What follows belongs to an exercise in optimizing a design on an open flow for small area and a short achievable clock period; a production flow would make more cautious choices.
Where RTL was checked, it was by simulation tests only, not by an equivalence proof against the original.
Only the layout flow was run in runs 2 to 7; the RTL was not checked for function there.
Power figures rest on the tool's default switching activity, not on a simulated workload.

[design/flow/config.mk]
export PLATFORM = sky130hd
export DESIGN_NAME = part4
export DESIGN_NICKNAME = part4
export VERILOG_FILES = /design/flow/design.v
export SDC_FILE = /design/flow/constraint.sdc
export NUM_CORES = 4
export LEC_CHECK = 0
export CAP_MARGIN = 20
export CORE_MARGIN = 2
export CORE_UTILIZATION = 40
export SLEW_MARGIN = 20
[design/flow/constraint.sdc]
create_clock -name core_clock -period 3.2 [get_ports {clk}]
set_input_delay 0.6400 -clock core_clock [delete_from_list [all_inputs] [get_ports {clk}]]
set_output_delay 0.6400 -clock core_clock [all_outputs]
set_load 0.01 [all_outputs]
[design/flow/design.v]
`timescale 1ns / 1ps
module part3 #(
    parameter SIZE = 16
)(
    input clk,
    input [SIZE-1:0] a,
    input [SIZE-1:0] b,
    input cin,
    output [SIZE-1:0] s,
    output cout
);
    reg [SIZE:0]sum;
    always @(posedge clk) begin
        sum <= a + b + cin;
    end
    assign cout = sum[SIZE];
    assign s = sum[SIZE-1:0];
endmodule
`timescale 1ns / 1ps
module part4(
    input clk,
    input [127:0] a,
    input [127:0] b,
    input cin,
    output [127:0] s,
    output cout
);
    reg [31:0] pipe2_indelay1;
    reg [31:0] pipe3_indelay1;
    reg [31:0] pipe3_indelay2;
    reg [31:0] pipe4_indelay1;
    reg [31:0] pipe4_indelay2;
    reg [31:0] pipe4_indelay3;
    reg [31:0] pipe5_indelay1;
    reg [31:0] pipe5_indelay2;
    reg [31:0] pipe5_indelay3;
    reg [31:0] pipe5_indelay4;
    reg [31:0] pipe6_indelay1;
    reg [31:0] pipe6_indelay2;
    reg [31:0] pipe6_indelay3;
    reg [31:0] pipe6_indelay4;
    reg [31:0] pipe6_indelay5;
    reg [31:0] pipe7_indelay1;
    reg [31:0] pipe7_indelay2;
    reg [31:0] pipe7_indelay3;
    reg [31:0] pipe7_indelay4;
    reg [31:0] pipe7_indelay5;
    reg [31:0] pipe7_indelay6;
    reg [31:0] pipe8_indelay1;
    reg [31:0] pipe8_indelay2;
    reg [31:0] pipe8_indelay3;
    reg [31:0] pipe8_indelay4;
    reg [31:0] pipe8_indelay5;
    reg [31:0] pipe8_indelay6;
    reg [31:0] pipe8_indelay7;
    wire [15:0] sum_out1;
    wire [15:0] sum_out2;
    wire [15:0] sum_out3;
    wire [15:0] sum_out4;
    wire [15:0] sum_out5;
    wire [15:0] sum_out6;
    wire [15:0] sum_out7;
    wire [15:0] sum_out8;  
    reg [15:0] pipe1_outdelay1;
    reg [15:0] pipe1_outdelay2;
    reg [15:0] pipe1_outdelay3;
    reg [15:0] pipe1_outdelay4;
    reg [15:0] pipe1_outdelay5;
    reg [15:0] pipe1_outdelay6;
    reg [15:0] pipe1_outdelay7;
    reg [15:0] pipe2_outdelay1;
    reg [15:0] pipe2_outdelay2;
    reg [15:0] pipe2_outdelay3;
    reg [15:0] pipe2_outdelay4;
    reg [15:0] pipe2_outdelay5;
    reg [15:0] pipe2_outdelay6;
    reg [15:0] pipe3_outdelay1;
    reg [15:0] pipe3_outdelay2;
    reg [15:0] pipe3_outdelay3;
    reg [15:0] pipe3_outdelay4;
    reg [15:0] pipe3_outdelay5;
    reg [15:0] pipe4_outdelay1;
    reg [15:0] pipe4_outdelay2;
    reg [15:0] pipe4_outdelay3;
    reg [15:0] pipe4_outdelay4;
    reg [15:0] pipe5_outdelay1;
    reg [15:0] pipe5_outdelay2;
    reg [15:0] pipe5_outdelay3;
    reg [15:0] pipe6_outdelay1;
    reg [15:0] pipe6_outdelay2;
    reg [15:0] pipe7_outdelay1;
    wire pipe1_carry;
    wire pipe2_carry;
    wire pipe3_carry;
    wire pipe4_carry;
    wire pipe5_carry;
    wire pipe6_carry;
    wire pipe7_carry; 
    wire pipe8_carry;
    part3 #(.SIZE(16)) full_adder_one(.clk(clk), .a(a[15:0]), .b(b[15:0]), .cin(cin), .s(sum_out1), .cout(pipe1_carry));
    part3 #(.SIZE(16)) full_adder_two(.clk(clk), .a(pipe2_indelay1[31:16]), .b(pipe2_indelay1[15:0]), .cin(pipe1_carry), .s(sum_out2), .cout(pipe2_carry));
    part3 #(.SIZE(16)) full_adder_three(.clk(clk), .a(pipe3_indelay2[31:16]), .b(pipe3_indelay2[15:0]), .cin(pipe2_carry), .s(sum_out3), .cout(pipe3_carry));
    part3 #(.SIZE(16)) full_adder_four(.clk(clk), .a(pipe4_indelay3[31:16]), .b(pipe4_indelay3[15:0]), .cin(pipe3_carry), .s(sum_out4), .cout(pipe4_carry));
    part3 #(.SIZE(16)) full_adder_five(.clk(clk), .a(pipe5_indelay4[31:16]), .b(pipe5_indelay4[15:0]), .cin(pipe4_carry), .s(sum_out5), .cout(pipe5_carry));
    part3 #(.SIZE(16)) full_adder_six(.clk(clk), .a(pipe6_indelay5[31:16]), .b(pipe6_indelay5[15:0]), .cin(pipe5_carry), .s(sum_out6), .cout(pipe6_carry));
    part3 #(.SIZE(16)) full_adder_seven(.clk(clk), .a(pipe7_indelay6[31:16]), .b(pipe7_indelay6[15:0]), .cin(pipe6_carry), .s(sum_out7), .cout(pipe7_carry));
    part3 #(.SIZE(16)) full_adder_eight(.clk(clk), .a(pipe8_indelay7[31:16]), .b(pipe8_indelay7[15:0]), .cin(pipe7_carry), .s(sum_out8), .cout(pipe8_carry));
    assign cout = pipe8_carry;
    assign s = {sum_out8, pipe7_outdelay1, pipe6_outdelay2, pipe5_outdelay3, pipe4_outdelay4, pipe3_outdelay5, pipe2_outdelay6, pipe1_outdelay7};
    always @(posedge clk) begin
        pipe2_indelay1 <= {a[31:16], b[31:16]};
        pipe3_indelay1 <= {a[47:32], b[47:32]};
        pipe3_indelay2 <= pipe3_indelay1;
        pipe4_indelay1 <= {a[63:48], b[63:48]};
        pipe4_indelay2 <= pipe4_indelay1;
        pipe4_indelay3 <= pipe4_indelay2;
        pipe5_indelay1 <= {a[79:64], b[79:64]};
        pipe5_indelay2 <= pipe5_indelay1;
        pipe5_indelay3 <= pipe5_indelay2;
        pipe5_indelay4 <= pipe5_indelay3;
        pipe6_indelay1 <= {a[95:80], b[95:80]};
        pipe6_indelay2 <= pipe6_indelay1;
        pipe6_indelay3 <= pipe6_indelay2;
        pipe6_indelay4 <= pipe6_indelay3;
        pipe6_indelay5 <= pipe6_indelay4;
        pipe7_indelay1 <= {a[111:96], b[111:96]};
        pipe7_indelay2 <= pipe7_indelay1;
        pipe7_indelay3 <= pipe7_indelay2;
        pipe7_indelay4 <= pipe7_indelay3;
        pipe7_indelay5 <= pipe7_indelay4;
        pipe7_indelay6 <= pipe7_indelay5;
        pipe8_indelay1 <= {a[127:112], b[127:112]};
        pipe8_indelay2 <= pipe8_indelay1;
        pipe8_indelay3 <= pipe8_indelay2;
        pipe8_indelay4 <= pipe8_indelay3;
        pipe8_indelay5 <= pipe8_indelay4;
        pipe8_indelay6 <= pipe8_indelay5;
        pipe8_indelay7 <= pipe8_indelay6;
        pipe1_outdelay1 <= sum_out1;
        pipe1_outdelay2 <= pipe1_outdelay1;
        pipe1_outdelay3 <= pipe1_outdelay2;
        pipe1_outdelay4 <= pipe1_outdelay3;
        pipe1_outdelay5 <= pipe1_outdelay4;
        pipe1_outdelay6 <= pipe1_outdelay5;
        pipe1_outdelay7 <= pipe1_outdelay6;
        pipe2_outdelay1 <= sum_out2;
        pipe2_outdelay2 <= pipe2_outdelay1;
        pipe2_outdelay3 <= pipe2_outdelay2;
        pipe2_outdelay4 <= pipe2_outdelay3;
        pipe2_outdelay5 <= pipe2_outdelay4;
        pipe2_outdelay6 <= pipe2_outdelay5;
        pipe3_outdelay1 <= sum_out3;
        pipe3_outdelay2 <= pipe3_outdelay1;
        pipe3_outdelay3 <= pipe3_outdelay2;
        pipe3_outdelay4 <= pipe3_outdelay3;
        pipe3_outdelay5 <= pipe3_outdelay4;
        pipe4_outdelay1 <= sum_out4;
        pipe4_outdelay2 <= pipe4_outdelay1;
        pipe4_outdelay3 <= pipe4_outdelay2;
        pipe4_outdelay4 <= pipe4_outdelay3;
        pipe5_outdelay1 <= sum_out5;
        pipe5_outdelay2 <= pipe5_outdelay1;
        pipe5_outdelay3 <= pipe5_outdelay2;
        pipe6_outdelay1 <= sum_out6;
        pipe6_outdelay2 <= pipe6_outdelay1;
        pipe7_outdelay1 <= sum_out7;
    end
endmodule
[design/flow/run.sh]
#!/bin/bash
# synth_recipe.tcl (not shown) runs the flow's synth.tcl, then flattens the netlist and writes it again
# the make line also repeats each setting of config.mk as NAME=value (left out here)
make -C /OpenROAD-flow-scripts/flow DESIGN_CONFIG=/design/flow/config.mk WORK_HOME=/design/flow/orfs CLKGATE_MAP_FILE= SYNTH_SCRIPT=/design/flow/synth_recipe.tcl finish
==> flow_summary.toml, run 1 <==
[worst_setup_path]
path_class = "flop to flop"
ff2ff_setup_slack_ns = 0.23
cp_cell_sequence = "fa_1, fa_1, a21oi_2, o21bai_2, a2111oi_2, o31ai_2, a21o_1, a211oi_1, a21oi_1"
cpPeakStageDelay_ns = 0.60
crit_path_end_kind = "flop"
r2r_end = "full_adder_four.sum[12]"
worstSetupStartpoint = "full_adder_three.sum[16]"
path_delay_family = "compound AO/OA/AOI/OAI gates"
cp-start-kind = "flop"
endpoint = "full_adder_four.sum[12]"
required_ns = 3.79
path_max_fanout = 3
worst-path-stages = 9
critPathBufInv = 0
ff2ff_path_depth = 9
cp_slowest_cell = "a2111oi_2"
crit_path_frequent_cell = "fa_1"
r2r-start = "full_adder_three.sum[16]"
arrival_ns = 3.56

[timing]
setup-violations-final = 0
hold_ws_ns = 0.301
slew_headroom = 0.627
max_freq_ghz = 0.337
tightest_slew_ns = 0.558
period_share = 0.929
period_minus_slack_ns = 2.97
fin_tns_setup_ns = 0
rsz0062_at_grt = "no"
slew_viol_final = 0
fin_skew_ns = 0.0232
hold_violations = 0
worst_slack_ns = 0.228

[synthesis]
yosysWarnings = 2
synth_area_um2 = 35100
synth_fp_nets = 2571
ys_ff_latch = 1480
postSynth.asyncResetShare = 0
ys.flop_type = "dfxtp_1"
synth_seq_area_share = 0.844
syn_inst = 2177
syn_area_per_cell_um2 = 16.1
synth_edf_count = 0
ys_types = 65

[placed_design]
pre_cts_ws_ns = -0.294
io_buffers = 386
gp_congestion = 0.798
dp_hpwl_um = 37700
post-place-cells = 3719
dpl_cell_area_um2 = 40400

[detailed_routing]
first_pass_iters = 5
avgViaCountPerCell = 4.06
first_iter_violations = 543
finalWirelength_um = 54300
routedWlPerCell_um = 13.7
vias = 16100
drc = 0
detail-route-antenna-nets = 0

[floorplanning]
dieArea_um2 = 90100
core_um2 = 86900
io-pin-count = 387
start_util = 0.404
rows = 108
fp.dieH_um = 300
die_w_um = 300

[cells_and_area]
seqCellArea_um2 = 29600
layoutNonFillerInstCount = 3974
areaGrowthSynthToFinish_pct = 28.7
finish.instance_area_um2 = 45200
drive_above_1_share = 0.0902
nets = 3102
utilization = 0.520
multiInputGateArea_um2 = 5360
fillers = 7054

[global_routing]
grt_overflow = 0
antenna_found_initial = 9
grt_max_degree = 17
grt_pass1_vias = 17000
grt_usage = 0.120
grt_pass1_wl_um = 84700

[clock_network]
clkTransAtPathRegs_ns = 0.06
cts_sinks = 1480
cts_max_level = 4
cts_root_buf = "clkbuf_16"
clock_path_buffers = 3
holdBufCountCts = 0
insertion_delay_ns = 0.72
cts_made_buffers = 142
cts_setup_buffers = 0
cts_tree = "built"
post_cts_resize_count = 0

[pwr]
leakage_nw = 18.9
max-vdd-ir-drop_mv = 0.525
p_total_mw = 40.2
pwr_density_cell_nw_per_um2 = 890

[outcome]
status = "complete, no violations"

[worst_hold_path]
hold_class = "flop to flop"

[flow_run]
max_cap_viol_count = 0
-- cell usage in the layout (no fill, tap or decap), drive strengths merged, types with 25 or more instances in the layout --
| cell | instances |
|---|---|
| a21o | 36 |
| a21oi | 71 |
| clkbuf | 197 |
| clkdlybuf4s50 | 386 |
| clkinv | 27 |
| dfxtp | 1480 |
| ha | 120 |
| inv | 37 |
| nand2 | 25 |
| nor2 | 56 |
| nor3 | 32 |
| o21ai | 50 |
| xnor2 | 58 |
| xor2 | 36 |
-- layer usage --
metal | routed length (um) | GRT usage | part of all wire
met1 | 22800 | 0.134 | 0.42
met2 | 27000 | 0.209 | 0.50
met3 | 2890 | 0.0380 | 0.053
met4 | 1500 | 0.0576 | 0.028
met5 | 92 | 0 | 0.0017
-- cell families (layout without fill, tap and decap cells) --
family,count (synthesis),in the layout,synth area share
flops,1480,1480,0.844
simple gates,179,179,0.0256
fa+ha+maj,136,136,0.0519
other cells,0,2,0
buf+inv,30,670,0.00321
compound gates,258,258,0.0518
xor+xnor,94,94,0.0235
-- synthesized netlist by cell type (6+ instances only) --
cell type | number | area, um^2
nor2_1 | 56 | 210
nand2_1 | 25 | 93.8
nor3_1 | 32 | 160
dfxtp_1 | 1480 | 29600
o21ai_1 | 14 | 70.1
xnor2_1 | 58 | 508
a21o_1 | 36 | 270
xor2_1 | 36 | 315
inv_1 | 28 | 105
o21a_1 | 13 | 97.6
nor2b_1 | 14 | 87.6
nand2b_1 | 15 | 93.8
a211oi_1 | 11 | 82.6
a31oi_1 | 11 | 68.8
nand3_1 | 11 | 55.1
o21bai_1 | 9 | 67.6
o31ai_1 | 6 | 45.0
ha_1 | 120 | 1500
o21ai_0 | 36 | 180
fa_1 | 16 | 320
a21oi_1 | 68 | 340
-- final cells by class --
class	instances	share of cell area
clock buffer	197	0.0899
sequential	1480	0.656
clock inverter	56	0.0154
antenna	2	0.000111
timing repair buffer	389	0.0860
multi-input combinational	667	0.119
tap	1155	0.0320
inverter	28	0.00233
-- worst min-delay path by stage --
| stage | cells past startpoint | endpoint | start | slack (ns) |
|---|---|---|---|---|
| floorplan | 0 | pipe1_outdelay1[0] | full_adder_one.sum[0] | 0.31 |
| global placement | 0 | pipe7_indelay6[0] | pipe7_indelay5[0] | 0.31 |
| detailed placement | 0 | pipe2_outdelay6[11] | pipe2_outdelay5[11] | 0.31 |
| CTS | 1 | pipe3_indelay1[31] | a[47] | 0.29 |
| global route | 0 | pipe5_indelay3[2] | pipe5_indelay2[2] | 0.30 |
| finish | 0 | pipe5_indelay3[2] | pipe5_indelay2[2] | 0.30 |
-- where the power goes --
| part | total, mW | switching [mW] | internal [mW] |
|---|---|---|---|
| clock network | 16.4 | 6.62 | 9.83 |
| logic | 2.50 | 1.10 | 1.40 |
| registers | 21.3 | 0.573 | 20.7 |
| total | 40.2 | 8.29 | 31.9 |
==> run 2: changes to the inputs <==
==> design/flow/design.v (replaced) <==
`timescale 1ns / 1ps
module part3 #(
    parameter W = 4
)(
    input  [W-1:0] a,
    input  [W-1:0] b,
    input          cin,
    output [W:0]   s
);
    assign s = a + b + cin;
endmodule
module pmerge #(
    parameter W = 4,
    parameter M = 4
)(
    input  [M*(W+1)-1:0] x,
    output [M*W:0]       y
);
    wire [M:0] c;
    assign c[0] = 1'b0;
    genvar j;
    generate
        for (j = 0; j < M; j = j + 1) begin : sl
            wire [W-1:0] sm = x[j*(W+1) +: W];
            wire         g  = x[j*(W+1) + W];
            assign c[j+1] = g | (&sm & c[j]);
            assign y[j*W +: W] = sm + c[j];
        end
    endgenerate
    assign y[M*W] = c[M];
endmodule
`timescale 1ns / 1ps
module part4(
    input clk,
    input [127:0] a,
    input [127:0] b,
    input cin,
    output [127:0] s,
    output cout
);
    localparam W0 = 4;
    localparam N0 = 128 / W0;
    localparam M1 = 4;
    localparam W1 = W0 * M1;
    localparam N1 = N0 / M1;
    wire [N0*(W0+1)-1:0] d0;
    genvar k;
    generate
        for (k = 0; k < N0; k = k + 1) begin : in_sl
            part3 #(.W(W0)) add (.a(a[k*W0 +: W0]), .b(b[k*W0 +: W0]),
                                 .cin(k == 0 ? cin : 1'b0), .s(d0[k*(W0+1) +: W0+1]));
        end
    endgenerate
    reg [N0*(W0+1)-1:0] r0;
    always @(posedge clk) r0 <= d0;
    wire [N1*(W1+1)-1:0] d1;
    generate
        for (k = 0; k < N1; k = k + 1) begin : m1
            pmerge #(.W(W0), .M(M1)) mg (.x(r0[k*M1*(W0+1) +: M1*(W0+1)]), .y(d1[k*(W1+1) +: W1+1]));
        end
    endgenerate
    reg [N1*(W1+1)-1:0] r1;
    always @(posedge clk) r1 <= d1;
    wire [128:0] d2;
    pmerge #(.W(W1), .M(N1)) m2 (.x(r1), .y(d2));
    reg [128:0] r2, r3, r4, r5, r6, r7;
    always @(posedge clk) begin
        r2 <= d2;
        r3 <= r2;
        r4 <= r3;
        r5 <= r4;
        r6 <= r5;
        r7 <= r6;
    end
    assign {cout, s} = r7;
endmodule
==> run 2 against run 1 <==
Compared with the run above: clock skew is 0.0063 ns higher; global-route usage rose by 0.79 points; combinational power rose by about 20%; setup slack better by 0.082 ns; maximum frequency grew 2.9%; cell count decreased by 9.7%; first-iteration DRC count decreased by 22%; synthesized cell count down 5.5%; still clean on timing, DRC and antenna; worst hold slack better by 0.00076 ns; non-clock buffer count decreased by 3; critical path depth increased by 3; count of clock-buffer cells in the layout down 70.
==> flow_summary.toml, run 2 <==
[outcome]
status = "complete, no violations"

[placed_design]
dp_hpwl_um = 37300
dpl_cell_area_um2 = 34400
post-place-cells = 3398
io_buffers = 386
gp_congestion = 0.796

[synthesis]
postSynth.asyncResetShare = 0
synthTopCellsByArea = "dfxtp_1 73%, ha_1 8.0%, xnor2_1 4.6%"
synth.most_common_cell = "dfxtp_1"
synth_top_family_by_area = "adder cells"
synth-compound-area-share = 0.0305
ys_ff_latch = 1070
syn_area_per_cell_um2 = 14.3
synth_common_cells = "1070 x dfxtp_1, 189 x ha_1, 154 x xnor2_1"
yosys.area_share.xor_xnor = 0.0629
synth-simple-area-share = 0.0567
synth_largest_area_cell = "dfxtp_1"
ys.flop_type = "dfxtp_1"
synth_edf_count = 0
synth_seq_area_share = 0.729
ys_types = 45
synth.top_cell.area_share = 0.729
yosysWarnings = 1
muxShareOfSynthArea = 0
synthAdderAreaFrac = 0.103
syn_inst = 2057
synth_fp_nets = 2537
synth_area_um2 = 29400

[floorplanning]
dieArea_um2 = 75700
fp.dieH_um = 275
start_util = 0.404
rows = 99
io-pin-count = 387
die_w_um = 275
core_um2 = 72800

[worst_hold_path]
worstHoldStart = "r2[123]"
hold_class = "flop to flop"
whs_endpoint = "r3[123]"
holdPathStages = 0

[worst_setup_path]
cp-start-kind = "flop"
r2r-start = "r1[21]"
ff2ff_setup_slack_ns = 0.31
crit_path_end_kind = "flop"
r2r_end = "r2[76]"
critPathBufInv = 1
required_ns = 3.72
path_class = "flop to flop"
cpPeakStageDelay_ns = 0.38
arrival_ns = 3.41
path_delay_family = "simple AND/OR/NAND/NOR gates"
ff2ff_path_depth = 12
path_max_fanout = 4
cp_slowest_cell = "dfxtp_1"
cp_cell_sequence = "nand3_1, nor4_1, a21o_4, a31o_4, a21o_1, ha_1, ha_1, inv_1, or2_1, nor2_1, nand3_1, xnor2_1"

[cells_and_area]
finish.instance_area_um2 = 38000
layout_common_cells = "1070 x dfxtp_1, 386 x clkdlybuf4s50_1, 189 x ha_1"
utilization = 0.522
layoutNonFillerInstCount = 3587
drive_above_1_share = 0.0705
areaGrowthSynthToFinish_pct = 29.4
nets = 3020
largest_registers = "r0 x160, r1 x136"
top_register = "r0"
final_common_cell = "dfxtp_1"
largest_register_ffs = 160

[clock_network]
post_cts_resize_count = 0
cts_setup_buffers = 0
holdBufCountCts = 0
insertion_delay_ns = 0.64
clkTransAtPathRegs_ns = 0.06
cts_max_level = 3
cts_root_buf = "clkbuf_16"
cts_made_buffers = 99
cts_tree = "built"
cts_sinks = 1070
clock_path_buffers = 3

[global_routing]
grt_max_degree = 17
grt_pass1_wl_um = 76100
grt_usage = 0.128
antenna_found_initial = 6
grt_overflow = 0
grt_pass1_vias = 15700

[detailed_routing]
first_iter_violations = 424
drc = 0
finalWirelength_um = 49300
detail-route-antenna-nets = 0
avgViaCountPerCell = 4.19
routedWlPerCell_um = 13.7
vias = 15000
first_pass_iters = 4

[timing]
fin_skew_ns = 0.0295
max_freq_ghz = 0.346
hold_violations = 0
slew_viol_final = 0
setup-violations-final = 0
slew_headroom = 0.682
period_share = 0.903
tightest_slew_ns = 0.473
fin_tns_setup_ns = 0
period_minus_slack_ns = 2.89
rsz0062_at_grt = "no"

[pwr]
max-vdd-ir-drop_mv = 0.500
pwr_density_cell_nw_per_um2 = 872
leakage_nw = 16.4

[flow_run]
max_cap_viol_count = 0
run 2: cell type report:
| type | instances | area, um^2 |
|---|---|---|
| sequential | 1070 | 21400 |
| antenna | 4 | 10.0 |
| inverter | 136 | 510 |
| tap | 959 | 1200 |
| timing repair buffer | 386 | 3860 |
| clock buffer | 127 | 2700 |
| fill | 6159 | 34800 |
| clock inverter | 58 | 887 |
| multi-input combinational | 847 | 7440 |
run 2: layer usage:
metal,vias up,wire length [um],track usage
met5,-,16,0
met4,2,1570,0.0623
met3,99,3260,0.0352
met2,336,24700,0.228
met1,6907,19800,0.141
li1,7678,-,-
run 2: logic make-up (layout without fill, tap and decap cells):
group | count (synthesis) | in the layout
other | 0 | 4
flip-flops | 1070 | 1070
XOR/XNOR | 211 | 211
AO/OA/AOI/OAI | 131 | 131
AND/OR/NAND/NOR | 283 | 283
adder cells (fa/ha/maj) | 222 | 222
buffers and inverters | 140 | 707
run 2: power breakdown:
group,switching [mW],internal [mW],total [mW]
sequential,1.13,16.6,17.8
combinational,1.25,1.74,3.00
clock,4.83,7.57,12.4
run 2: how the worst max path moves through the flow:
stage	end	cells after the start	startpoint
floorplan	r2[76]	13	r1[36]
global placement	r2[125]	10	r1[108]
detailed placement	r2[76]	12	r1[21]
CTS	r2[76]	12	r1[21]
global route	r2[125]	10	r1[108]
finish	r2[76]	12	r1[21]
run 2: through the flow:
step | worst slack, ns | hold slack (ns) | power [mW]
2_1_floorplan | 0.677 | 0.310 | 19.0
3_3_place_gp | 0.358 | 0.310 | 21.1
3_5_place_dp | 0.327 | 0.312 | 21.2
4_1_cts | 0.281 | 0.300 | 33.7
5_1_grt | 0.0564 | 0.305 | 34.8
6_report | 0.311 | 0.302 | 33.2
run 2: worst reg2reg max path: cells and delay by family, from the launching register on:
family                   cells  cell delay [ns]
buffers and inverters        1             0.05
AO/OA/AOI/OAI                3             0.62
flip-flops                   1             0.38
AND/OR/NAND/NOR              5             1.18
XOR/XNOR                     1             0.14
adder cells (fa/ha/maj)      2             0.42
==> run 3: changes to the inputs <==
==> design/flow/design.v (replaced) <==
`timescale 1ns / 1ps
module part3 #(
    parameter W = 8
)(
    input  [W-1:0] a,
    input  [W-1:0] b,
    input          cin,
    output [W:0]   s
);
    assign s = a + b + cin;
endmodule
module plook #(
    parameter N = 16
)(
    input  [N-1:0] g,
    input  [N-1:0] p,
    output [N:0]   c
);
    localparam L = $clog2(N);
    wire [N-1:0] gg [0:L];
    wire [N-1:0] pp [0:L];
    assign gg[0] = g;
    assign pp[0] = p;
    genvar l, j;
    generate
        for (l = 0; l < L; l = l + 1) begin : lv
            for (j = 0; j < N; j = j + 1) begin : nd
                if (j >= (1 << l)) begin : mg
                    assign gg[l+1][j] = gg[l][j] | (pp[l][j] & gg[l][j-(1<<l)]);
                    assign pp[l+1][j] = pp[l][j] & pp[l][j-(1<<l)];
                end else begin : cp
                    assign gg[l+1][j] = gg[l][j];
                    assign pp[l+1][j] = pp[l][j];
                end
            end
        end
    endgenerate
    assign c = {gg[L], 1'b0};
endmodule
module pinc #(
    parameter W = 8
)(
    input  [W-1:0] x,
    input          c,
    output [W-1:0] y
);
    genvar i;
    generate
        for (i = 0; i < W; i = i + 1) begin : bt
            if (i == 0) begin : b0
                assign y[i] = x[i] ^ c;
            end else begin : bn
                assign y[i] = x[i] ^ (c & (&x[i-1:0]));
            end
        end
    endgenerate
endmodule
`timescale 1ns / 1ps
module part4(
    input clk,
    input [127:0] a,
    input [127:0] b,
    input cin,
    output [127:0] s,
    output cout
);
    localparam W = 8;
    localparam N = 128 / W;
    wire [127:0] d0s;
    wire [N-1:0] d0g;
    genvar k;
    generate
        for (k = 0; k < N; k = k + 1) begin : in_sl
            part3 #(.W(W)) add (.a(a[k*W +: W]), .b(b[k*W +: W]),
                                .cin(k == 0 ? cin : 1'b0), .s({d0g[k], d0s[k*W +: W]}));
        end
    endgenerate
    reg [127:0] r0s;
    reg [N-1:0] r0g;
    always @(posedge clk) begin
        r0s <= d0s;
        r0g <= d0g;
    end
    wire [N-1:0] p0;
    generate
        for (k = 0; k < N; k = k + 1) begin : pr
            assign p0[k] = &r0s[k*W +: W];
        end
    endgenerate
    wire [N:0] c1;
    plook #(.N(N)) look (.g(r0g), .p(p0), .c(c1));
    reg [127:0] r1s;
    reg [N:1] r1c;
    always @(posedge clk) begin
        r1s <= r0s;
        r1c <= c1[N:1];
    end
    wire [127:0] d2;
    assign d2[W-1:0] = r1s[W-1:0];
    generate
        for (k = 1; k < N; k = k + 1) begin : ic
            pinc #(.W(W)) inc (.x(r1s[k*W +: W]), .c(r1c[k]), .y(d2[k*W +: W]));
        end
    endgenerate
    reg [128:0] r2, r3, r4, r5, r6, r7;
    always @(posedge clk) begin
        r2 <= {r1c[N], d2};
        r3 <= r2;
        r4 <= r3;
        r5 <= r4;
        r6 <= r5;
        r7 <= r6;
    end
    assign {cout, s} = r7;
endmodule
==> run 3 against run 2 <==
Compared with the run above: non-clock buffer count grew 2; via count decreased by 4.1%; cell count is 4.0% lower; first-iteration DRC count fell by 8.5%; global-route usage fell by 0.19 points; register-to-register slack gained 0.55 ns.
==> flow_summary.toml, run 3 <==
[outcome]
status = "complete, no violations"

[timing]
fin_skew_ns = 0.0180
period_minus_slack_ns = 2.34
period_share = 0.732
hold_violations = 0
fin_tns_setup_ns = 0
hold_ws_ns = 0.317
tightest_slew_ns = 0.738
rsz0062_at_grt = "no"
setup-violations-final = 0
slew_headroom = 0.506
slew_viol_final = 0
max_freq_ghz = 0.427

[worst_setup_path]
r2r-start = "r0g[0]"
path_max_fanout = 2
arrival_ns = 2.80
required_ns = 3.66
cp-start-kind = "flop"
path_class = "flop to flop"
crit_path_end_kind = "flop"
r2r_end = "r1c[15]"
ff2ff_setup_slack_ns = 0.86
ff2ff_path_depth = 6

[cells_and_area]
nets = 2844
final_common_cell = "dfxtp_1"
fillers = 5717
areaGrowthSynthToFinish_pct = 30.6
layout_common_cells = "1062 x dfxtp_1, 386 x clkdlybuf4s50_1, 154 x xnor2_1"
finish.instance_area_um2 = 36400
drive_above_1_share = 0.0725

[clock_network]
holdBufCountCts = 0
cts_root_buf = "clkbuf_16"
cts_tree = "built"
cts_setup_buffers = 0
cts_sinks = 1062
insertion_delay_ns = 0.63
cts_made_buffers = 99
cts_max_level = 3
clkTransAtPathRegs_ns = 0.07
clock_path_buffers = 3
post_cts_resize_count = 0

[floorplanning]
die_w_um = 268
fp.dieH_um = 268
core_um2 = 68800
dieArea_um2 = 71900
rows = 96
start_util = 0.405
io-pin-count = 387

[placed_design]
dp_hpwl_um = 34200
gp_congestion = 0.817
dpl_cell_area_um2 = 32900
io_buffers = 386

[global_routing]
grt_max_degree = 17
grt_pass1_vias = 14500
grt_overflow = 0
grt_usage = 0.126
grt_pass1_wl_um = 71200
antenna_found_initial = 1

[synthesis]
synth.most_common_cell = "dfxtp_1"
ys_ff_latch = 1062
synth_edf_count = 0
syn_area_per_cell_um2 = 14.4
synth_common_cells = "1062 x dfxtp_1, 154 x xnor2_1, 142 x ha_1"
ys.flop_type = "dfxtp_1"
postSynth.asyncResetShare = 0
synth_seq_area_share = 0.762
synth_area_um2 = 27900
syn_inst = 1938
yosysWarnings = 2
synth_largest_area_cell = "dfxtp_1"
synth_fp_nets = 2355
synthTopCellsByArea = "dfxtp_1 76%, ha_1 6.4%, xnor2_1 4.8%"
ys_types = 43
synth.top_cell.area_share = 0.762

[worst_hold_path]
worstHoldStart = "r5[15]"
whs_endpoint = "r6[15]"
holdPathStages = 0
hold_class = "flop to flop"

[pwr]
leakage_nw = 15.2
pwr_density_cell_nw_per_um2 = 883
max-vdd-ir-drop_mv = 0.412

[detailed_routing]
finalWirelength_um = 46000
avgViaCountPerCell = 4.18
first_iter_violations = 388
drc = 0
vias = 14400
detail-route-antenna-nets = 0
first_pass_iters = 4
routedWlPerCell_um = 13.4

[flow_run]
max_cap_viol_count = 0
==> run 3: cell types whose count changed after synthesis, moves of 29 or more <==
cell / before / now
nand4_1: 25 / 58
inv_1: 135 / 47
nand2b_1: 31 / 1
o21ai_1: 0 / 32
ha_1: 189 / 142
nor2b_1: 31 / 2
nor2_1: 29 / 72
a21oi_1: 32 / 74
==> run 3: through the flow <==
stage | setup slack [ns] | cells | total power, mW | util
floorplan | 1.07 | 1938 | 18.7 | -
global placement | 0.484 | 3257 | 20.4 | 0.479
detailed placement | 0.413 | 3257 | 20.6 | 0.479
CTS | 0.858 | 3442 | 32.7 | 0.529
global route | 0.806 | 3442 | 33.7 | 0.529
finish | 0.857 | 3444 | 32.2 | 0.529
==> run 3: worst max-delay path by stage <==
stage                    to   start  slack, ns
floorplan            r0g[0]    a[0]       1.07
CTS                 r1c[15]  r0g[0]       0.86
global route        r1c[14]  r0g[0]       0.81
detailed placement   r0g[6]   a[48]       0.41
finish              r1c[15]  r0g[0]       0.86
global placement     r0g[6]   a[48]       0.48
==> run 3: kinds of logic after synthesis <==
group	Yosys count	share of synthesized area
flops	1062	0.762
xor+xnor	201	0.0631
buf+inv	48	0.00646
compound gates	194	0.0446
simple gates	274	0.0480
fa+ha+maj	159	0.0759
==> run 3: report_power, final <==
group,internal [mW],switching [mW],leakage (nW)
logic,1.62,1.18,4.50
registers,16.4,0.976,8.96
clock network,7.24,4.77,1.71
total,25.3,6.92,15.2
==> run 3: final cells by class <==
class / count / area (um^2) / area share
timing repair buffer: 388 / 3880 / 0.106
multi-input combinational: 828 / 6460 / 0.177
clock buffer: 145 / 2900 / 0.0796
sequential: 1062 / 21300 / 0.583
inverter: 48 / 180 / 0.00494
antenna: 2 / 5.00 / 0.000137
clock inverter: 40 / 592 / 0.0162
tap: 931 / 1160 / 0.0320
==> run 3: routing by layer <==
metal / vias to the layer above / track usage / part of all wire
met1: 6518 / 0.147 / 0.42
met5: - / 0 / 0
li1: 7471 / - / -
met4: 0 / 0.0580 / 0.031
met3: 101 / 0.0315 / 0.063
met2: 318 / 0.219 / 0.49
==> run 3: critical path: stages (launching register included) <==
cell      delay (ns)
dfxtp_1         0.32
nand4_1         0.13
o31ai_1         0.16
a311oi_2        0.63
a211oi_1        0.18
nor3_1          0.57
a31oi_1         0.18
==> run 4: changes to the inputs <==
--- a/design/flow/config.mk
+++ b/design/flow/config.mk
@@ -7,2 +7,3 @@
 export LEC_CHECK = 0
+export ABC_AREA = 1
 export CAP_MARGIN = 20
==> run 4 against run 3 <==
Compared with the run above: combinational power is 6% higher; cell count grew 9.6%; global-route usage grew 0.44 points; register-to-register slack improved by 0.46 ns; sequential power is essentially flat; wire length rose by 6.8%; via count up 8.3%; first-iteration DRC count rose by 41%; die area rose by 4.2%; critical path depth is 5 lower; largest power group unchanged; highest routed layer is now met5.
==> flow_summary.toml, run 4 <==
[detailed_routing]
first_iter_violations = 549
first_pass_iters = 5
drc = 0
finalWirelength_um = 49200
detail-route-antenna-nets = 0
avgViaCountPerCell = 4.14
vias = 15600
routedWlPerCell_um = 13.0

[worst_setup_path]
path_class = "flop to primary output"
path_delay_family = "buffers and inverters"
path_max_fanout = 1
crit_path_end_kind = "primary output"
cp_slowest_cell = "clkdlybuf4s50_1"
critPathBufInv = 1
arrival_ns = 1.65
required_ns = 2.56
cpPeakStageDelay_ns = 0.58
cp-start-kind = "flop"
cp_cell_sequence = "clkdlybuf4s50_1"

[timing]
tightest_slew_ns = 0.487
hold_violations = 0
setup-violations-final = 0
rsz0062_at_grt = "no"
fin_skew_ns = 0.0156
period_share = 0.714
slew_headroom = 0.674
slew_viol_final = 0
fin_tns_setup_ns = 0
worst_slack_ns = 0.915
max_freq_ghz = 0.438
period_minus_slack_ns = 2.29

[synthesis]
ys.flop_type = "dfxtp_1"
synth_area_um2 = 29100
ys_ff_latch = 1062
synth_fp_nets = 2670
synth.most_common_cell = "dfxtp_1"
ys_types = 25
synth_edf_count = 0
synthTopCellsByArea = "dfxtp_1 73%, ha_1 6.1%, xor2_1 4.3%"
synth.top_cell.area_share = 0.731
yosysWarnings = 2
synth_largest_area_cell = "dfxtp_1"
syn_inst = 2253
synth_common_cells = "1062 x dfxtp_1, 285 x nand2_1, 143 x inv_1"
postSynth.asyncResetShare = 0
synth_seq_area_share = 0.731
syn_area_per_cell_um2 = 12.9

[clock_network]
cts_root_buf = "clkbuf_16"
cts_tree = "built"
clkTransAtPathRegs_ns = 0.06
cts_sinks = 1062
cts_setup_buffers = 0
post_cts_resize_count = 0
cts_max_level = 3
holdBufCountCts = 0
clock_path_buffers = 3
insertion_delay_ns = 0.63
cts_made_buffers = 100

[floorplanning]
die_w_um = 274
io-pin-count = 387
fp.dieH_um = 274
start_util = 0.406
core_um2 = 71700
dieArea_um2 = 74900
rows = 98

[cells_and_area]
finish.instance_area_um2 = 37700
final_common_cell = "dfxtp_1"
n_antenna_cell = 0
drive_above_1_share = 0.0977
layoutNonFillerInstCount = 3774
areaGrowthSynthToFinish_pct = 29.5
nets = 3158
fillers = 6021
layout_common_cells = "1062 x dfxtp_1, 386 x clkdlybuf4s50_1, 285 x nand2_1"

[pwr]
intPower_mw = 25.3
p_comb_frac = 0.091
max-vdd-ir-drop_mv = 0.459
swShare = 0.218
p_total_mw = 32.3
pwr_density_cell_nw_per_um2 = 858
p_clk_frac = 0.376
pwr-share-seq = 0.533
p_sw_mw = 7.04
leakage_nw = 16.6

[placed_design]
io_buffers = 386
dpl_cell_area_um2 = 34100
dp_hpwl_um = 37100
pre_cts_ws_ns = 0.626
post-place-cells = 3589
gp_congestion = 0.842

[worst_hold_path]
hold_class = "flop to flop"

[global_routing]
antenna_found_initial = 3
grt_overflow = 0
grt_usage = 0.131
grt_max_degree = 16
grt_pass1_wl_um = 76800
grt_pass1_vias = 15600

[flow_run]
max_cap_viol_count = 0

[outcome]
status = "complete, no violations"
run 4: cell types whose count changed in the layout (fill, tap and decap cells not counted), sizes merged, moves of 33 or more:
cell / delta
nand2: +265
xnor2: -125
xor2: +95
inv: +94
nand3: +59
a21oi: +52
nand4: -47
nor2: +44
o21ai: -33
run 4: metal layers:
metal,routed length (um),track usage
met5,27,0
met4,1440,0.0581
met3,3010,0.0363
met2,23400,0.220
met1,21300,0.155
run 4: cell type report:
type / instances / area (um^2) / area share
sequential: 1062 / 21300 / 0.564
multi-input combinational: 1048 / 7300 / 0.194
timing repair buffer: 386 / 3860 / 0.103
clock buffer: 139 / 2880 / 0.0765
tap: 950 / 1190 / 0.0316
clock inverter: 46 / 639 / 0.0170
inverter: 143 / 537 / 0.0143
run 4: cells by family after synthesis:
| group | Yosys count | synth area share |
|---|---|---|
| buffers and inverters | 143 | 0.0184 |
| xor gates and xnor gates | 171 | 0.0553 |
| AOI/OAI and AO/OA | 153 | 0.0284 |
| and+or+nand+nor | 565 | 0.0943 |
| adders and majority gates | 159 | 0.0728 |
| DFF | 1062 | 0.731 |
run 4: worst paths after layout:
path / startpoint / end / slack [ns] / cells after the start
min reg2reg: r3[80] / r4[80] / 0.32 / 0
min: r3[80] / r4[80] / 0.32 / 0
max reg2reg: r0s[40] / r1c[15] / 1.32 / 9
max: r7[86] / s[86] / 0.91 / 1
run 4: power by group through the flow:
stage | clock network (mW) | logic, mW | registers (mW)
floorplan | 0 | 1.20 | 17.4
global placement | 0 | 2.97 | 17.5
detailed placement | 0 | 2.99 | 17.6
CTS | 12.5 | 3.01 | 17.3
global route | 13.1 | 3.25 | 17.5
finish | 12.2 | 2.96 | 17.2
run 4: stage by stage:
| step | hold WS (ns) | utilization |
|---|---|---|
| after global placement | 0.310 | 0.476 |
| after global routing | 0.315 | 0.525 |
| after CTS | 0.319 | 0.525 |
| after floorplan | 0.310 | - |
| after detailed placement | 0.312 | 0.476 |
| final | 0.316 | 0.525 |
==> run 5: changes to the inputs <==
--- a/design/flow/config.mk
+++ b/design/flow/config.mk
@@ -7,3 +7,2 @@
 export LEC_CHECK = 0
-export ABC_AREA = 1
 export CAP_MARGIN = 20
@@ -11,2 +10,3 @@
 export CORE_UTILIZATION = 40
+export SETUP_SLACK_MARGIN = 1.6
 export SLEW_MARGIN = 20
==> run 5 against run 4 <==
Compared with the run above: combinational power up 5%; clock skew up 0.0023 ns; register-to-register slack better by 0.09 ns; still clean; worst hold slack worse by 0.070 ns; largest power group unchanged; die area down 4.0%; core utilization up 2.8 points; clock power about the same; critical endpoint is now r1c[10].
==> flow_summary.toml, run 5 <==
[outcome]
status = "complete, no violations"

[timing]
setup-violations-final = 0
fin_tns_setup_ns = 0
fin_skew_ns = 0.0179
period_minus_slack_ns = 1.79
hold_violations = 0
slew_viol_final = 0
slew_headroom = 0.659
period_share = 0.561
tightest_slew_ns = 0.511
hold_ws_ns = 0.246
rsz0062_at_grt = "yes"
max_freq_ghz = 0.557

[global_routing]
met2_usage = 0.238
met3_usage = 0.0381
busiest_layer = "met2"
antenna_found_initial = 7
grt_max_degree = 17
grt_overflow = 0
met1_usage = 0.156
grt_pass1_vias = 15000
grt_pass1_wl_um = 76100
grt_usage = 0.136

[synthesis]
synthTopCellsByArea = "dfxtp_1 76%, ha_1 6.4%, xnor2_1 4.8%"
synth_largest_area_cell = "dfxtp_1"
synth_seq_area_share = 0.762
postSynth.asyncResetShare = 0
synth.top_cell.area_share = 0.762
ys_ff_latch = 1062
ys.flop_type = "dfxtp_1"
synth.most_common_cell = "dfxtp_1"
syn_inst = 1938
synth_common_cells = "1062 x dfxtp_1, 154 x xnor2_1, 142 x ha_1"
synth_fp_nets = 2355
syn_area_per_cell_um2 = 14.4
yosysWarnings = 2
synth_area_um2 = 27900
synth_edf_count = 0
ys_types = 43

[placed_design]
dp_hpwl_um = 36600
io_buffers = 386
gp_congestion = 0.824
post-place-cells = 3256

[pwr]
intPower_mw = 25.6
p_sw_mw = 7.12
pwr-share-seq = 0.536
p_clk_frac = 0.369
leakage_nw = 15.9
p_comb_frac = 0.095
pwr_density_cell_nw_per_um2 = 859
max-vdd-ir-drop_mv = 0.427
swShare = 0.218

[worst_setup_path]
path_max_fanout = 3
required_ns = 3.73
cp_cell_sequence = "nand4_1, buf_6, nor4_4, a311oi_4, buf_12, o221ai_4, a21o_1"
path_class = "flop to flop"
cpPeakStageDelay_ns = 0.34
ff2ff_path_depth = 7
ff2ff_setup_slack_ns = 1.41
r2r-start = "r0s[34]"
crit_path_end_kind = "flop"
cp-start-kind = "flop"
r2r_end = "r1c[10]"
arrival_ns = 2.32
cp_slowest_cell = "nor4_4"

[worst_hold_path]
holdPathStages = 2
whs_endpoint = "r0s[96]"
worstHoldStart = "b[96]"
hold_class = "primary input to flop"

[clock_network]
holdBufCountCts = 0
cts_max_level = 3
cts_tree = "built"
cts_made_buffers = 99
clkTransAtPathRegs_ns = 0.06
insertion_delay_ns = 0.62
cts_sinks = 1062
cts_root_buf = "clkbuf_16"
clock_path_buffers = 3

[cells_and_area]
utilization = 0.553
drive_above_1_share = 0.255
nets = 2897
layoutNonFillerInstCount = 3492
final_common_cell = "dfxtp_1"
fillers = 5604
layout_common_cells = "957 x dfxtp_1, 174 x clkdlybuf4s50_1, 154 x xnor2_1"
areaGrowthSynthToFinish_pct = 36.4

[detailed_routing]
vias = 14700
detail-route-antenna-nets = 0
finalWirelength_um = 49800
first_iter_violations = 482
first_pass_iters = 4
drc = 0
avgViaCountPerCell = 4.22
routedWlPerCell_um = 14.3

[floorplanning]
io-pin-count = 387
core_um2 = 68800
start_util = 0.405
die_w_um = 268
dieArea_um2 = 71900
rows = 96
fp.dieH_um = 268

[flow_run]
max_cap_viol_count = 0
==> run 5: cell count changes in the layout (fill, tap and decap cells not counted), sizes merged, moves of 47 or more <==
cell	previous run	this run
a21oi	126	74
buf	0	190
clkdlybuf4s50	386	174
inv	148	51
nand2	332	67
nand3	94	35
nand4	15	62
xnor2	29	154
xor2	142	47
==> run 5: metal layers <==
layer	vias up	part of all wire
met5	-	0.0015
met4	12	0.035
met3	110	0.061
met2	299	0.49
met1	6740	0.41
li1	7568	-
==> run 5: how the worst max path moves through the flow <==
stage / start / endpoint / cells past startpoint
after floorplan: a[0] / r0s[6] / 9
final: r0s[34] / r1c[10] / 7
after global routing: r0s[34] / r1c[15] / 8
after global placement: a[0] / r0s[6] / 10
after detailed placement: a[0] / r0s[6] / 10
after CTS: r0g[0] / r1c[15] / 8
==> run 5: stage by stage <==
stage               setup WS (ns)  area, um^2  power (mW)
global placement            0.545       33700        20.6
CTS                          1.36       37700        33.0
finish                       1.41       38000        32.7
floorplan                    1.25       28700        18.8
global route                 1.29       38000        34.2
detailed placement          0.546       33700        20.7
==> run 5: kinds of logic (layout without fill, tap and decap cells) <==
group | Yosys count | in the layout | share of synthesized area
other cells | 0 | 1 | 0
xor+xnor | 201 | 201 | 0.0631
simple gates | 274 | 274 | 0.0480
buf+inv | 48 | 670 | 0.00646
flops | 1062 | 1062 | 0.762
fa+ha+maj | 159 | 159 | 0.0759
compound gates | 194 | 194 | 0.0446
==> run 5: timing repair <==
item | 4_1_cts | 5_1_grt
hold endpoints to repair | 0 | 0
setup buffers | 40 | 14
pin swaps | 94 | 116
gates resized for setup | 856 | 121
endpoints found under the setup margin | 203 | 190
==> run 5: area by class of cell <==
| type | instances | area, um^2 | share of cell area |
|---|---|---|---|
| Inverter | 48 | 198 | 0.00520 |
| Tap cell | 931 | 1160 | 0.0306 |
| Multi-Input combinational cell | 828 | 7640 | 0.201 |
| Antenna cell | 1 | 2.50 | 0.0000658 |
| Sequential cell | 1062 | 21400 | 0.562 |
| Clock inverter | 49 | 692 | 0.0182 |
| Timing Repair Buffer | 441 | 4160 | 0.109 |
| Clock buffer | 132 | 2800 | 0.0737 |
==> run 5: power groups by stage <==
stage	sequential [mW]	combinational [mW]	clock, mW
6_report	17.5	3.12	12.0
5_1_grt	17.9	3.39	13.0
4_1_cts	17.6	3.04	12.4
3_5_place_dp	17.7	3.02	0
3_3_place_gp	17.6	2.99	0
2_1_floorplan	17.6	1.18	0
==> run 5: worst max-delay path: cells and delay by family, from the launching register on <==
family,cells,cell delay [ns]
AOI/OAI and AO/OA,3,0.59
buffers and inverters,2,0.33
DFF,1,0.32
and+or+nand+nor,2,0.45
==> run 6: changes to the inputs <==
--- a/design/flow/design.v
+++ b/design/flow/design.v
@@ -2,3 +2,3 @@
 module part3 #(
-    parameter W = 8
+    parameter W = 4
 )(
@@ -9,6 +9,15 @@
 );
-    assign s = a + b + cin;
+    wire [W:0] c;
+    assign c[0] = cin;
+    genvar i;
+    generate
+        for (i = 0; i < W; i = i + 1) begin : fa
+            assign s[i] = a[i] ^ b[i] ^ c[i];
+            assign c[i+1] = (a[i] & b[i]) | (a[i] & c[i]) | (b[i] & c[i]);
+        end
+    endgenerate
+    assign s[W] = c[W];
 endmodule
 module plook #(
-    parameter N = 16
+    parameter N = 32
 )(
@@ -40,3 +49,3 @@
 module pinc #(
-    parameter W = 8
+    parameter W = 4
 )(
@@ -66,3 +75,3 @@
 );
-    localparam W = 8;
+    localparam W = 4;
     localparam N = 128 / W;
@@ -81,3 +90,3 @@
         r0s <= d0s;
-        r0g <= d0g;
+        r0g <= ~d0g;
     end
@@ -90,3 +99,3 @@
     wire [N:0] c1;
-    plook #(.N(N)) look (.g(r0g), .p(p0), .c(c1));
+    plook #(.N(N)) look (.g(~r0g), .p(p0), .c(c1));
     reg [127:0] r1s;
--- a/design/flow/config.mk
+++ b/design/flow/config.mk
@@ -10,3 +10,3 @@
 export CORE_UTILIZATION = 40
-export SETUP_SLACK_MARGIN = 1.6
+export SETUP_SLACK_MARGIN = 1.4
 export SLEW_MARGIN = 20
==> run 6 against run 5 <==
Compared with the run above: critical path depth unchanged; non-clock buffer count shrank 34; sequential share of layout area increased by 4.9 points; cell area down 5.7%; cell count shrank 12%; wire length down 9.1%; core utilization fell by 1.6 points; largest power group unchanged.
==> flow_summary.toml, run 6 <==
[clock_network]
clock_path_buffers = 3
clkTransAtPathRegs_ns = 0.06
cts_made_buffers = 101
cts_sinks = 1094
cts_root_buf = "clkbuf_16"
cts_max_level = 3
holdBufCountCts = 0
insertion_delay_ns = 0.63
cts_tree = "built"

[global_routing]
antenna_found_initial = 0
grt_usage = 0.131
grt_pass1_vias = 13300
grt_overflow = 0
grt_max_degree = 17
grt_pass1_wl_um = 70300

[worst_setup_path]
critPathBufInv = 0
path_class = "flop to flop"
ff2ff_setup_slack_ns = 0.92
cp_cell_sequence = "nand4_1, or4_1, o22ai_2, nor2_1, a41o_1, o21a_1, o31ai_2"
cp_slowest_cell = "or4_1"
path_max_fanout = 3
cp-start-kind = "flop"
arrival_ns = 2.83
cpPeakStageDelay_ns = 0.63
required_ns = 3.75
crit_path_end_kind = "flop"
path_delay_family = "simple AND/OR/NAND/NOR gates"

[synthesis]
synth.top_cell.area_share = 0.814
syn_inst = 1607
syn_area_per_cell_um2 = 16.7
synth_fp_nets = 2024
synth_common_cells = "1094 x dfxtp_1, 97 x fa_1, 62 x ha_1, 62 x xnor2_1, 59 x nand4_1"
synth.most_common_cell = "dfxtp_1"
synthTopCellsByArea = "dfxtp_1 81%, fa_1 7.2%, ha_1 2.9%"
synth_area_um2 = 26900
synth_seq_area_share = 0.814
ys.flop_type = "dfxtp_1"
postSynth.asyncResetShare = 0
ys_types = 41
ys_ff_latch = 1094
yosysWarnings = 2
synth_largest_area_cell = "dfxtp_1"
synth_edf_count = 0

[timing]
tightest_slew_ns = 0.546
period_share = 0.712
fin_skew_ns = 0.0189
period_minus_slack_ns = 2.28
setup-violations-final = 0
fin_tns_setup_ns = 0
rsz0062_at_grt = "yes"
hold_ws_ns = 0.284
slew_headroom = 0.636
hold_violations = 0
slew_viol_final = 0
max_freq_ghz = 0.439
worst_slack_ns = 0.920

[cells_and_area]
fillers = 5447
n_antenna_cell = 0
drive_above_1_share = 0.234
utilization = 0.536
layoutNonFillerInstCount = 3073
nets = 2534
areaGrowthSynthToFinish_pct = 33.4
layout_common_cells = "1070 x dfxtp_1, 185 x clkdlybuf4s50_1, 121 x buf_2"
seqCellArea_um2 = 21900
final_common_cell = "dfxtp_1"
multiInputGateArea_um2 = 5580

[detailed_routing]
vias = 12500
first_iter_violations = 320
highest_layer = "met4"
met2_length_um = 22400
first_pass_iters = 4
routedWlPerCell_um = 14.7
wl_met1_um = 19500
avgViaCountPerCell = 4.08
drc = 0
dr_wl_met3_um = 1970
detail-route-antenna-nets = 0
finalWirelength_um = 45300

[pwr]
leakage_nw = 14.9
swShare = 0.210
intPower_mw = 26.0
p_comb_frac = 0.066
p_sw_mw = 6.88
pwr-share-seq = 0.540
max-vdd-ir-drop_mv = 0.420
p_clk_frac = 0.394
pwr_density_cell_nw_per_um2 = 915

[outcome]
status = "complete, no violations"

[floorplanning]
io-pin-count = 387
die_w_um = 263
dieArea_um2 = 69300
fp.dieH_um = 263
start_util = 0.402
rows = 95
core_um2 = 66900

[placed_design]
gp_congestion = 0.780
pre_cts_ws_ns = 0.548
dp_hpwl_um = 33400
post-place-cells = 2868
io_buffers = 386

[flow_run]
max_cap_viol_count = 0

[worst_hold_path]
hold_class = "primary input to flop"
## run 6: cell count changes after synthesis, moves of 30 or more
cell,delta
nor2_1,-65
a21oi_1,-68
fa_1,+80
o21ai_1,-31
ha_1,-80
xnor2_1,-92
nand2_1,-56
a21o_1,-30
dfxtp_1,+32
## run 6: stage by stage
| step | power (mW) | area [um^2] |
|---|---|---|
| 6_report | 32.9 | 35900 |
| 5_1_grt | 34.3 | 35900 |
| 4_1_cts | 33.4 | 35800 |
| 3_5_place_dp | 20.7 | 32500 |
| 3_3_place_gp | 20.6 | 32500 |
| 2_1_floorplan | 18.6 | 27500 |
## run 6: power groups by stage
stage	Clock (mW)	Sequential [mW]	Combinational, mW
2_1_floorplan	0	17.9	0.656
3_3_place_gp	0	18.0	2.56
3_5_place_dp	0	18.1	2.58
4_1_cts	13.3	17.8	2.23
5_1_grt	13.9	18.1	2.39
6_report	12.9	17.8	2.16
## run 6: repair_timing
item / 4_1_cts / 5_1_grt
endpoints found under the hold margin: 0 / 0
resized for setup: 647 / 27
pin swaps: 46 / 30
setup buffers: 14 / 5
endpoints found under the setup margin: 201 / 45
## run 6: per-layer routing
layer,track usage,up-vias
met5,0,-
met4,0.0622,0
met3,0.0284,96
met2,0.224,289
met1,0.158,5892
li1,-,6261
## run 6: logic make-up after synthesis
kind of cell / Yosys count / share of synthesized area
xor gates and xnor gates: 93 / 0.0303
buffers and inverters: 55 / 0.00767
DFF: 1094 / 0.814
and+or+nand+nor: 137 / 0.0292
AOI/OAI and AO/OA: 69 / 0.0177
adders and majority gates: 159 / 0.101
## run 6: area by class of cell
cell class,instances,share of cell area
Sequential cell,1094,0.611
Multi-Input combinational cell,458,0.156
Timing Repair Buffer,407,0.0927
Clock buffer,131,0.0789
Tap cell,873,0.0304
Clock inverter,55,0.0257
Inverter,55,0.00582
## run 6: path summary, 6_finish.rpt
kind	from	end	depth (start not counted)
max	r0s[51]	r1c[32]	7
min	b[72]	r0s[72]	2
max reg2reg	r0s[51]	r1c[32]	7
min reg2reg	r6[21]	r7[21]	0
==> run 7: changes to the inputs <==
--- a/design/flow/config.mk
+++ b/design/flow/config.mk
@@ -9,3 +9,7 @@
 export CORE_MARGIN = 2
-export CORE_UTILIZATION = 40
+export CORE_UTILIZATION = 60
+export CTS_BUF_LIST = sky130_fd_sc_hd__clkbuf_8 sky130_fd_sc_hd__clkbuf_16
+export CTS_CLUSTER_DIAMETER = 60
+export CTS_CLUSTER_SIZE = 20
+export PLACE_DENSITY = 0.75
 export SETUP_SLACK_MARGIN = 1.4
==> run 7 against run 6 <==
Compared with the run above: wire length is 7.3% lower; cell count fell by 13%; non-clock buffer count fell by 3; area after synthesis is the same; setup slack gained 0.050 ns; die area shrank 33%; total power is 17% lower; synthesized cell count unchanged.
==> flow_summary.toml, run 7 <==
[outcome]
status = "complete, no violations"

[cells_and_area]
final_common_cell = "dfxtp_1"
finish.instance_area_um2 = 33500
areaGrowthSynthToFinish_pct = 24.4
drive_above_1_share = 0.188
layout_common_cells = "1077 x dfxtp_1, 184 x clkdlybuf4s50_1, 123 x buf_2"
fillers = 2684
utilization = 0.757
nets = 2491

[detailed_routing]
first_pass_iters = 6
drc = 0
wl_met1_um = 17000
vias = 12200
highest_layer = "met5"
routedWlPerCell_um = 15.7
met2_length_um = 21400
detail-route-antenna-nets = 0
finalWirelength_um = 42000
avgViaCountPerCell = 4.57
first_iter_violations = 474
dr_wl_met3_um = 2490

[worst_setup_path]
crit_path_end_kind = "flop"
ff2ff_setup_slack_ns = 0.97
endpoint = "r1c[32]"
required_ns = 3.74
path_class = "flop to flop"
r2r-start = "r0s[14]"
r2r_end = "r1c[32]"
arrival_ns = 2.77
cp-start-kind = "flop"
path_max_fanout = 5
worstSetupStartpoint = "r0s[14]"
ff2ff_path_depth = 8

[clock_network]
cts_root_buf = "clkbuf_16"
cts_sinks = 1094
cts_made_buffers = 61
cts_tree = "built"
clkTransAtPathRegs_ns = 0.08
clock_path_buffers = 3
cts_max_level = 2
holdBufCountCts = 0
insertion_delay_ns = 0.61

[synthesis]
synth_area_um2 = 26900
synth_seq_area_share = 0.814
ys_types = 41
synth.most_common_cell = "dfxtp_1"
syn_inst = 1607
postSynth.asyncResetShare = 0
synth_edf_count = 0
synthAdderAreaFrac = 0.101
synth.top_cell.area_share = 0.814
synth_top_family_by_area = "adder cells"
yosysWarnings = 2
synthTopCellsByArea = "dfxtp_1 81%, fa_1 7.2%, ha_1 2.9%"
yosys.area_share.xor_xnor = 0.0303
synth_fp_nets = 2024
synth-compound-area-share = 0.0177
synth_largest_area_cell = "dfxtp_1"
syn_area_per_cell_um2 = 16.7
ys_ff_latch = 1094
muxShareOfSynthArea = 0
synth-simple-area-share = 0.0292
synth_common_cells = "1094 x dfxtp_1, 97 x fa_1, 62 x ha_1, 62 x xnor2_1, 59 x nand4_1"
ys.flop_type = "dfxtp_1"

[worst_hold_path]
hold_class = "flop to flop"

[global_routing]
grt_pass1_vias = 12800
grt_max_degree = 21
grt_usage = 0.180
grt_overflow = 0
antenna_found_initial = 3
grt_pass1_wl_um = 64500

[pwr]
max-vdd-ir-drop_mv = 0.510
leakage_nw = 13.9
pwr_density_cell_nw_per_um2 = 817

[timing]
fin_tns_setup_ns = 0
slew_viol_final = 0
fin_skew_ns = 0.0178
setup-violations-final = 0
max_freq_ghz = 0.448
tightest_slew_ns = 0.448
period_minus_slack_ns = 2.23
rsz0062_at_grt = "yes"
slew_headroom = 0.701
period_share = 0.697
hold_violations = 0

[floorplanning]
die_w_um = 216
io-pin-count = 387
rows = 77
core_um2 = 44200
dieArea_um2 = 46500
fp.dieH_um = 216
start_util = 0.608

[placed_design]
dp_hpwl_um = 30800
dpl_cell_area_um2 = 32100
gp_congestion = 0.820
io_buffers = 386

[flow_run]
max_cap_viol_count = 0
==> run 7: cell type report <==
| type | instances | area [um^2] | share of cell area |
|---|---|---|---|
| tap | 592 | 741 | 0.0221 |
| sequential | 1094 | 21900 | 0.655 |
| clock buffer | 63 | 1580 | 0.0471 |
| timing repair buffer | 404 | 3340 | 0.0998 |
| multi-input combinational | 458 | 5600 | 0.167 |
| antenna | 1 | 2.50 | 0.0000748 |
| clock inverter | 5 | 70.1 | 0.00209 |
| inverter | 55 | 209 | 0.00624 |
==> run 7: logic make-up after synthesis <==
group | Yosys count
xor+xnor | 93
compound gates | 69
buf+inv | 55
flops | 1094
simple gates | 137
fa+ha+maj | 159
==> run 7: worst min path at each step <==
stage	startpoint	endpoint	cells after the start
6_report	r6[51]	r7[51]	0
5_1_grt	r6[45]	r7[45]	0
4_1_cts	r6[51]	r7[51]	0
3_5_place_dp	r2[100]	r3[100]	0
3_3_place_gp	r6[116]	r7[116]	0
2_1_floorplan	r0s[0]	r1s[0]	0
==> run 7: repair_timing <==
action / in CTS / in global routing
setup endpoints to repair: 213 / 54
pin swaps: 36 / 30
endpoints found under the hold margin: 0 / 0
gates resized for setup: 636 / 24
gates cloned: 0 / 0
buffers inserted: 12 / 5
==> run 7: worst max-delay path, stage by stage, from the launching register on <==
cell and delay [ns]:
dfxtp_2 0.33, nand4_1 0.20, nor4_4 0.39, o211ai_1 0.13, buf_4 0.18, a41o_4 0.26, a41o_4 0.25, o21a_4 0.23
o31ai_2 0.17
==> run 7: metal layers <==
layer / vias up / GRT usage
li1: 6101 / -
met1: 5761 / 0.212
met2: 270 / 0.319
met3: 71 / 0.0465
met4: 4 / 0.0644
met5: - / 0
==> run 7: report_power, final <==
group | internal (mW) | total (mW) | switching, mW
clock | 3.58 | 7.44 | 3.86
sequential | 16.8 | 17.7 | 0.942
combinational | 1.11 | 2.16 | 1.06
total | 21.5 | 27.3 | 5.86
==> run 7: through the flow <==
stage          setup slack, ns  instances  power [mW]  hold WS [ns]
6_report                 0.970       2672        27.3         0.313
5_1_grt                  0.879       2671        28.6         0.316
4_1_cts                  0.979       2666        27.6         0.306
3_5_place_dp             0.260       2586        20.6         0.312
3_3_place_gp             0.249       2586        20.4         0.310
2_1_floorplan             1.09       1607        18.6         0.310

-- what the ideal ports hide --
In the flow no input, the clock included, has a driving cell. The finished layouts below were timed again as built, in two steps.
Step 1, drivers: a clkbuf_16 drives clk and a buf_2 each remaining input, both assumed.
Step 2 times the ports against the registers' clock, not the clock port: input delays grow and output delays shrink by t, the midpoint of the rising clock arrivals with the driver on.
Slacks: no drivers / after step 1 / after step 2; pairs: no drivers / after step 1.
run	shift t [ns]	slack for setup (ns)	worst hold slack (ns)
run 1	0.764	0.228 / 0.228 / -0.347	0.301 / 0.301 / 0.301
run 2	0.692	0.311 / 0.311 / 0.311	0.302 / 0.302 / 0.302
run 3	0.675	0.857 / 0.857 / 0.460	0.317 / 0.317 / 0.317
run 4	0.675	0.915 / 0.858 / 0.614	0.316 / 0.316 / 0.316
run 5	0.667	1.406 / 1.406 / 0.969	0.246 / 0.227 / 0.312
run 6	0.681	0.920 / 0.920 / 0.737	0.284 / 0.256 / 0.310
run 7	0.660	0.970 / 0.970 / 0.756	0.313 / 0.313 / 0.313
Met with ideal ports but missed after step 2: setup timing in run 1. The setup slack of run 1, which loses most, moves by 0.000 ns with the drivers and by -0.575 ns with both steps.
